Background: an optimization exercise with open tools, aiming at small area. Do not read the settings as production practice.
Where RTL was checked, it was by simulation tests only, not by an equivalence proof against the original.

== middle ==
==> flow/design.v <==
module fifo
  (
   input         clk,
   input         reset,
   input         req_r,
   input         toggle_diff,
   input [31:0]  data_w,
   output [31:0] data_held,
   output        full
   );
  reg [31:0] buffer [0:14];
  reg [3:0]  h;    
  reg [3:0]  w;    
  function [3:0] nxt;
    input [3:0] x;
    nxt = (x >= 4'd14) ? 4'd0 : x + 4'd1;
  endfunction
  wire [3:0] r = nxt(h);
  wire       empty = (w == r);
  assign full = (nxt(w) == r);
  wire       we = toggle_diff & ~full;
  wire       pop = req_r & ~empty;
  wire [3:0] w_next = we ? nxt(w) : w;
  wire [3:0] h_next = pop ? r : h;
  wire       wr_ok = (w_next != h_next);
  assign data_held = (h == 4'd15) ? 32'd0 : buffer[h];
  always @(posedge clk)
    begin
      if (reset)
        begin
          h <= 4'd15;
          w <= 4'd0;
        end
      else
        begin
          h <= h_next;
          w <= w_next;
        end
    end
  integer k;
  always @(posedge clk)
    for (k = 0; k < 15; k = k + 1)
      if (wr_ok && w_next == k)
        buffer[k] <= data_w;
endmodule
module frac_clk
  (
   input             clk,
   input             reset,
   input [29:0]      factor_mul,
   input [29:0]      factor_div,
   output reg        en
   );
  reg [30:0] e;
  wire       pos = ~e[30];
  always @(posedge clk)
    begin
      if (reset)
        begin
          e <= {31{1'b1}};
          en <= 1'b0;
        end
      else
        begin
          e <= e + {1'b0, factor_mul} - (pos ? {1'b0, factor_div} : 31'd0);
          en <= pos;
        end
    end
endmodule
module mini_audio
  (
   input         clk,
   input         reset,
   input [31:0]  data,
   input         valid_toggle,
   input [31:0]  ext_factor_mul,
   input [31:0]  ext_factor_div,
   output        full,
   output        ext_audio_r,
   output        ext_audio_l
   );
  reg toggle;
  reg toggle_prev;
  always @(posedge clk)
    begin
      if (reset)
        begin
          toggle <= 1'b0;
          toggle_prev <= 1'b0;
        end
      else
        begin
          toggle <= valid_toggle;
          toggle_prev <= toggle;
        end
    end
  wire        req;
  wire [31:0] sample;
  reg [16:0]  sample_sum_r;
  reg [16:0]  sample_sum_l;
  assign ext_audio_r = sample_sum_r[16];
  assign ext_audio_l = sample_sum_l[16];
  always @(posedge clk)
    begin
      if (reset)
        begin
          sample_sum_r <= 17'd0;
          sample_sum_l <= 17'd0;
        end
      else
        begin
          sample_sum_r <= sample_sum_r[15:0] + sample[31:16];
          sample_sum_l <= sample_sum_l[15:0] + sample[15:0];
        end
    end
  frac_clk frac_clk_0
    (
     .clk (clk),
     .reset (reset),
     .factor_mul (ext_factor_mul[29:0]),
     .factor_div (ext_factor_div[29:0]),
     .en (req)
     );
  fifo fifo_0
    (
     .clk (clk),
     .reset (reset),
     .req_r (req),
     .toggle_diff (toggle ^ toggle_prev),
     .data_w (data),
     .data_held (sample),
     .full (full)
     );
endmodule
Settings: LEC_CHECK=0, CAP_MARGIN=20, CORE_MARGIN=2, CORE_UTILIZATION=40, SLEW_MARGIN=20; clock period 10.0 ns.
run.sh (not shown) runs the stock make flow with config.mk's settings and CLKGATE_MAP_FILE= SYNTH_SCRIPT=/design/flow/synth_recipe.tcl, a recipe that flattens the netlist after the stock synthesis.
middle ended with every stage complete and zero timing, DRC or antenna violations.
Changes in east relative to middle:
diff --git a/flow/design.v b/flow/design.v
--- a/flow/design.v
+++ b/flow/design.v
@@ -49,22 +49,47 @@
    input             reset,
    input [29:0]      factor_mul,
    input [29:0]      factor_div,
    output reg        en
    );
-  reg [30:0] e;
-  wire       pos = ~e[30];
+  reg [14:0] eh;
+  reg [15:0] el;
+  reg        cp;
+  wire       neg = eh[14] ^ (cp & (&eh[13:0]));
+  wire       pos = ~neg;
+  wire [30:0] a = {eh, el};
+  wire [30:0] b = {1'b0, factor_mul};
+  wire [30:0] c = {pos, ~factor_div & {30{pos}}};
+  wire [30:0] s = a ^ b ^ c;
+  wire [30:0] k = (a & b) | (a & c) | (b & c);
+  wire [30:0] y = {k[29:0], pos};
+  wire [31:0] cy;
+  assign cy[0] = 1'b0;
+  genvar i;
+  generate
+    for (i = 0; i < 31; i = i + 1)
+      begin : rc
+        wire ci = (i == 16) ? cp : cy[i];
+        assign cy[i+1] = (s[i] & y[i]) | (s[i] & ci) | (y[i] & ci);
+      end
+  endgenerate
+  wire [30:0] ci_all = {cy[30:17], cp, cy[15:0]};
+  wire [30:0] e_next = s ^ y ^ ci_all;
   always @(posedge clk)
     begin
       if (reset)
         begin
-          e <= {31{1'b1}};
+          eh <= {15{1'b1}};
+          el <= {16{1'b1}};
+          cp <= 1'b0;
           en <= 1'b0;
         end
       else
         begin
-          e <= e + {1'b0, factor_mul} - (pos ? {1'b0, factor_div} : 31'd0);
+          eh <= e_next[30:16];
+          el <= e_next[15:0];
+          cp <= cy[16];
           en <= pos;
         end
     end
 endmodule
 module mini_audio
@@ -98,21 +123,32 @@
   wire [31:0] sample;
   reg [16:0]  sample_sum_r;
   reg [16:0]  sample_sum_l;
   assign ext_audio_r = sample_sum_r[16];
   assign ext_audio_l = sample_sum_l[16];
+  wire [16:0] cr, cl;
+  assign cr[0] = 1'b0;
+  assign cl[0] = 1'b0;
+  genvar i;
+  generate
+    for (i = 0; i < 16; i = i + 1)
+      begin : rc
+        assign cr[i+1] = (sample_sum_r[i] & sample[16+i]) | (sample_sum_r[i] & cr[i]) | (sample[16+i] & cr[i]);
+        assign cl[i+1] = (sample_sum_l[i] & sample[i]) | (sample_sum_l[i] & cl[i]) | (sample[i] & cl[i]);
+      end
+  endgenerate
   always @(posedge clk)
     begin
       if (reset)
         begin
           sample_sum_r <= 17'd0;
           sample_sum_l <= 17'd0;
         end
       else
         begin
-          sample_sum_r <= sample_sum_r[15:0] + sample[31:16];
-          sample_sum_l <= sample_sum_l[15:0] + sample[15:0];
+          sample_sum_r <= {cr[16], sample_sum_r[15:0] ^ sample[31:16] ^ cr[15:0]};
+          sample_sum_l <= {cl[16], sample_sum_l[15:0] ^ sample[15:0] ^ cl[15:0]};
         end
     end
   frac_clk frac_clk_0
     (
      .clk (clk),
==> run notes <==
- Taking middle as the reference, in east peak clock frequency supported by timing lower; register share of the cell area higher; level count of the clock H-tree roughly the same.
- On flip-flop and latch count, east and middle are basically level.
- east vs. middle: synthesized cell count went down by 23%.
- Between middle and east, first-iteration DRC count decreased.
- Relative to middle, the required time of the critical path of east is higher by 2.50 ns.
- Comparing middle with east, the CTS sink count came out essentially unchanged.

========
Another version of the RTL of mini_audio (not shown whole).
For scale: about 1100 cells after synthesis, about 560 flip-flops, ~100 I/O pins.
==> module mini_audio, before the edit <==
module mini_audio
  (
   input         clk,
   input         reset,
   input [31:0]  data,
   input         valid_toggle,
   input [31:0]  ext_factor_mul,
   input [31:0]  ext_factor_div,
   output        full,
   output        ext_audio_r,
   output        ext_audio_l
   );
  genvar i, j;
  reg toggle;
  reg toggle_prev;
  always @(posedge clk)
    begin
      if (reset)
        begin
          toggle <= 1'b0;
          toggle_prev <= 1'b0;
        end
      else
        begin
          toggle <= valid_toggle;
          toggle_prev <= toggle;
        end
    end
  reg [14:0] eh;
  reg [15:0] el;
  reg        cp;
  reg        en;
  wire       neg = eh[14] ^ (cp & (&eh[13:0]));
  wire       pos = ~neg;
  wire [30:0] fa = {eh, el};
  wire [30:0] fb = {1'b0, ext_factor_mul[29:0]};
  wire [30:0] fc = {pos, ~ext_factor_div[29:0] & {30{pos}}};
  wire [30:0] fs, fk;
  wire [31:0] fcy;
  wire [30:0] e_next;
  assign fcy[0] = 1'b0;
  assign fs[30] = fa[30] ^ fc[30];
  assign fk[30] = 1'b0;
  generate
    for (i = 0; i < 30; i = i + 1)
      begin : fcsa
        fadd u (.a(fa[i]), .b(fb[i]), .c(fc[i]), .s(fs[i]), .co(fk[i]));
      end
  endgenerate
  wire [30:0] fy = {fk[29:0], pos};
  generate
    for (i = 0; i < 31; i = i + 1)
      begin : frc
        wire ci = (i == 16) ? cp : fcy[i];
        if (i == 0)
          begin : lsb
            assign e_next[0] = fs[0] ^ fy[0];
            assign fcy[1] = fs[0] & fy[0];
          end
        else
          begin : fa
            fadd u (.a(fs[i]), .b(fy[i]), .c(ci), .s(e_next[i]), .co(fcy[i+1]));
          end
      end
  endgenerate
  always @(posedge clk)
    begin
      if (reset)
        begin
          eh <= {15{1'b1}};
          el <= {16{1'b1}};
          cp <= 1'b0;
          en <= 1'b0;
        end
      else
        begin
          eh <= e_next[30:16];
          el <= e_next[15:0];
          cp <= fcy[16];
          en <= pos;
        end
    end
  reg [31:0] buffer [1:15];
  reg [3:0]  h;    
  reg [3:0]  w;    
  function [3:0] nxt;
    input [3:0] x;
    nxt = {x[2:0], (x[3] ^ x[2]) | (x == 4'd0)};
  endfunction
  wire [3:0] r = nxt(h);
  wire       empty = (w == r);
  assign full = (nxt(w) == r);
  wire       we = (toggle ^ toggle_prev) & ~full;
  wire       pop = en & ~empty;
  wire [3:0] w_next = we ? nxt(w) : w;
  wire [3:0] h_next = pop ? r : h;
  wire       wr_ok = (w_next != h_next);
  always @(posedge clk)
    begin
      if (reset)
        begin
          h <= 4'd0;
          w <= 4'd1;
        end
      else
        begin
          h <= h_next;
          w <= w_next;
        end
    end
  integer k;
  always @(posedge clk)
    for (k = 1; k < 16; k = k + 1)
      if (wr_ok && w_next == k)
        buffer[k] <= data;
  wire [14:0] sel;
  wire [31:0] sample;
  generate
    for (j = 0; j < 15; j = j + 1)
      begin : dec
        assign sel[j] = (h == j + 1);
      end
    for (i = 0; i < 32; i = i + 1)
      begin : rd
        wire [4:0] g;
        for (j = 0; j < 5; j = j + 1)
          begin : grp
            ao222n u (.a0(sel[3*j]), .b0(buffer[3*j+1][i]),
                      .a1(sel[3*j+1]), .b1(buffer[3*j+2][i]),
                      .a2(sel[3*j+2]), .b2(buffer[3*j+3][i]),
                      .y(g[j]));
          end
        assign sample[i] = ~&g;
      end
  endgenerate
  reg [16:0]  sample_sum_r;
  reg [16:0]  sample_sum_l;
  assign ext_audio_r = sample_sum_r[16];
  assign ext_audio_l = sample_sum_l[16];
  wire [16:0] cr, cl;
  wire [15:0] sr, sl;
  assign cr[0] = 1'b0;
  assign cl[0] = 1'b0;
  assign sr[0] = sample_sum_r[0] ^ sample[16];
  assign cr[1] = sample_sum_r[0] & sample[16];
  assign sl[0] = sample_sum_l[0] ^ sample[0];
  assign cl[1] = sample_sum_l[0] & sample[0];
  generate
    for (i = 1; i < 16; i = i + 1)
      begin : dsc
        fadd ur (.a(sample_sum_r[i]), .b(sample[16+i]), .c(cr[i]), .s(sr[i]), .co(cr[i+1]));
        fadd ul (.a(sample_sum_l[i]), .b(sample[i]), .c(cl[i]), .s(sl[i]), .co(cl[i+1]));
      end
  endgenerate
  always @(posedge clk)
    begin
      if (reset)
        begin
          sample_sum_r <= 17'd0;
          sample_sum_l <= 17'd0;
        end
      else
        begin
          sample_sum_r <= {cr[16], sr};
          sample_sum_l <= {cl[16], sl};
        end
    end
endmodule
export LEC_CHECK = 0
export CAP_MARGIN = 20
export CORE_MARGIN = 2
export CORE_UTILIZATION = 40
export SLEW_MARGIN = 20
export SYNTH_HIERARCHICAL = 1
export SYNTH_MINIMUM_KEEP_SIZE = 0
create_clock -name core_clock -period 10.0 [get_ports {clk}]
standard.sh (not shown) runs the stock make flow with config.mk's settings and CLKGATE_MAP_FILE= SYNTH_SCRIPT=/design/flow/synth_recipe.tcl, a recipe that flattens the netlist after the stock synthesis.
==> flow/flow/run.sh <==
#!/bin/bash
# Standard ORFS layout, with smaller port buffers and a clock tree without
# dummy loads. Each make step's output goes to flow.log here.
set -euo pipefail
export BUFFER_PORTS_ARGS="-buffer_cell sky130_fd_sc_hd__buf_1"
export CTS_ARGS="-sink_clustering_enable -repair_clock_nets -dont_use_dummy_load -buf_list sky130_fd_sc_hd__clkbuf_8 -sink_clustering_size 20 -sink_clustering_max_diameter 50"
bash standard.sh > flow.log 2>&1
Change:
--- a/flow/design.v
+++ b/flow/design.v
@@ -52,14 +52,12 @@
   wire [30:0] fc = {pos, ~ext_factor_div[29:0] & {30{pos}}};
   wire [30:0] fs, fk;
   wire [31:0] fcy;
   wire [30:0] e_next;
   assign fcy[0] = 1'b0;
-  assign fs[30] = fa[30] ^ fc[30];
-  assign fk[30] = 1'b0;
   generate
-    for (i = 0; i < 30; i = i + 1)
+    for (i = 0; i < 31; i = i + 1)
       begin : fcsa
         fadd u (.a(fa[i]), .b(fb[i]), .c(fc[i]), .s(fs[i]), .co(fk[i]));
       end
   endgenerate
   wire [30:0] fy = {fk[29:0], pos};
@@ -93,16 +91,16 @@
           el <= e_next[15:0];
           cp <= fcy[16];
           en <= pos;
         end
     end
-  reg [31:0] buffer [1:15];
+  reg [31:0] buffer [0:14];
   reg [3:0]  h;    
   reg [3:0]  w;    
   function [3:0] nxt;
     input [3:0] x;
-    nxt = {x[2:0], (x[3] ^ x[2]) | (x == 4'd0)};
+    nxt = (x >= 4'd14) ? 4'd0 : x + 4'd1;
   endfunction
   wire [3:0] r = nxt(h);
   wire       empty = (w == r);
   assign full = (nxt(w) == r);
   wire       we = (toggle ^ toggle_prev) & ~full;
@@ -112,39 +110,39 @@
   wire       wr_ok = (w_next != h_next);
   always @(posedge clk)
     begin
       if (reset)
         begin
-          h <= 4'd0;
-          w <= 4'd1;
+          h <= 4'd15;
+          w <= 4'd0;
         end
       else
         begin
           h <= h_next;
           w <= w_next;
         end
     end
   integer k;
   always @(posedge clk)
-    for (k = 1; k < 16; k = k + 1)
+    for (k = 0; k < 15; k = k + 1)
       if (wr_ok && w_next == k)
         buffer[k] <= data;
   wire [14:0] sel;
   wire [31:0] sample;
   generate
     for (j = 0; j < 15; j = j + 1)
       begin : dec
-        assign sel[j] = (h == j + 1);
+        assign sel[j] = (h == j);
       end
     for (i = 0; i < 32; i = i + 1)
       begin : rd
         wire [4:0] g;
         for (j = 0; j < 5; j = j + 1)
           begin : grp
-            ao222n u (.a0(sel[3*j]), .b0(buffer[3*j+1][i]),
-                      .a1(sel[3*j+1]), .b1(buffer[3*j+2][i]),
-                      .a2(sel[3*j+2]), .b2(buffer[3*j+3][i]),
+            ao222n u (.a0(sel[3*j]), .b0(buffer[3*j][i]),
+                      .a1(sel[3*j+1]), .b1(buffer[3*j+1][i]),
+                      .a2(sel[3*j+2]), .b2(buffer[3*j+2][i]),
                       .y(g[j]));
           end
         assign sample[i] = ~&g;
       end
   endgenerate
- final area came out higher by about 0.9%
- worst setup slack gains 220 ps
- via count grows by 1.2%
- synthesized cell count rose by about 0.45%
- clock skew drops by 26 ps
- sequential cell count stays the same
The RTL of the second run of this note was laid out without a check of its function.

-- static timing again, ports no longer ideal --
The flow's constraints put no driver on any port. The routed layouts listed below were extracted and timed again, unchanged, in two steps. Step 1 assumes that a clkbuf_16 drives the clock port and a buf_2 every other input. Step 2, shift: input delay + t, output delay - t, t = (earliest + latest rising clock arrival at the registers) / 2. This alone moves slack from input paths to output paths. a / b / c = ideal ports / drivers / drivers and shift; a / b = the first two.
| run | shift t [ns] | slack for setup (ns) | worst setup path at the end |
|---|---|---|---|
| middle | 0.677 | 4.800 / 4.737 / 4.229 | input to register |
| east | 0.669 | 0.374 / 0.404 / -0.265 | input to register |
| the first run of note 2 | 0.682 | 1.135 / 1.135 / 0.829 | input to register |
| the second run of note 2 | 0.697 | 1.351 / 1.351 / 0.742 | input to register |
With both steps, setup timing fails in east, where it was met with ideal ports. The setup slack of east, which loses most, moves by +0.030 ns with the drivers and by -0.639 ns with both steps.
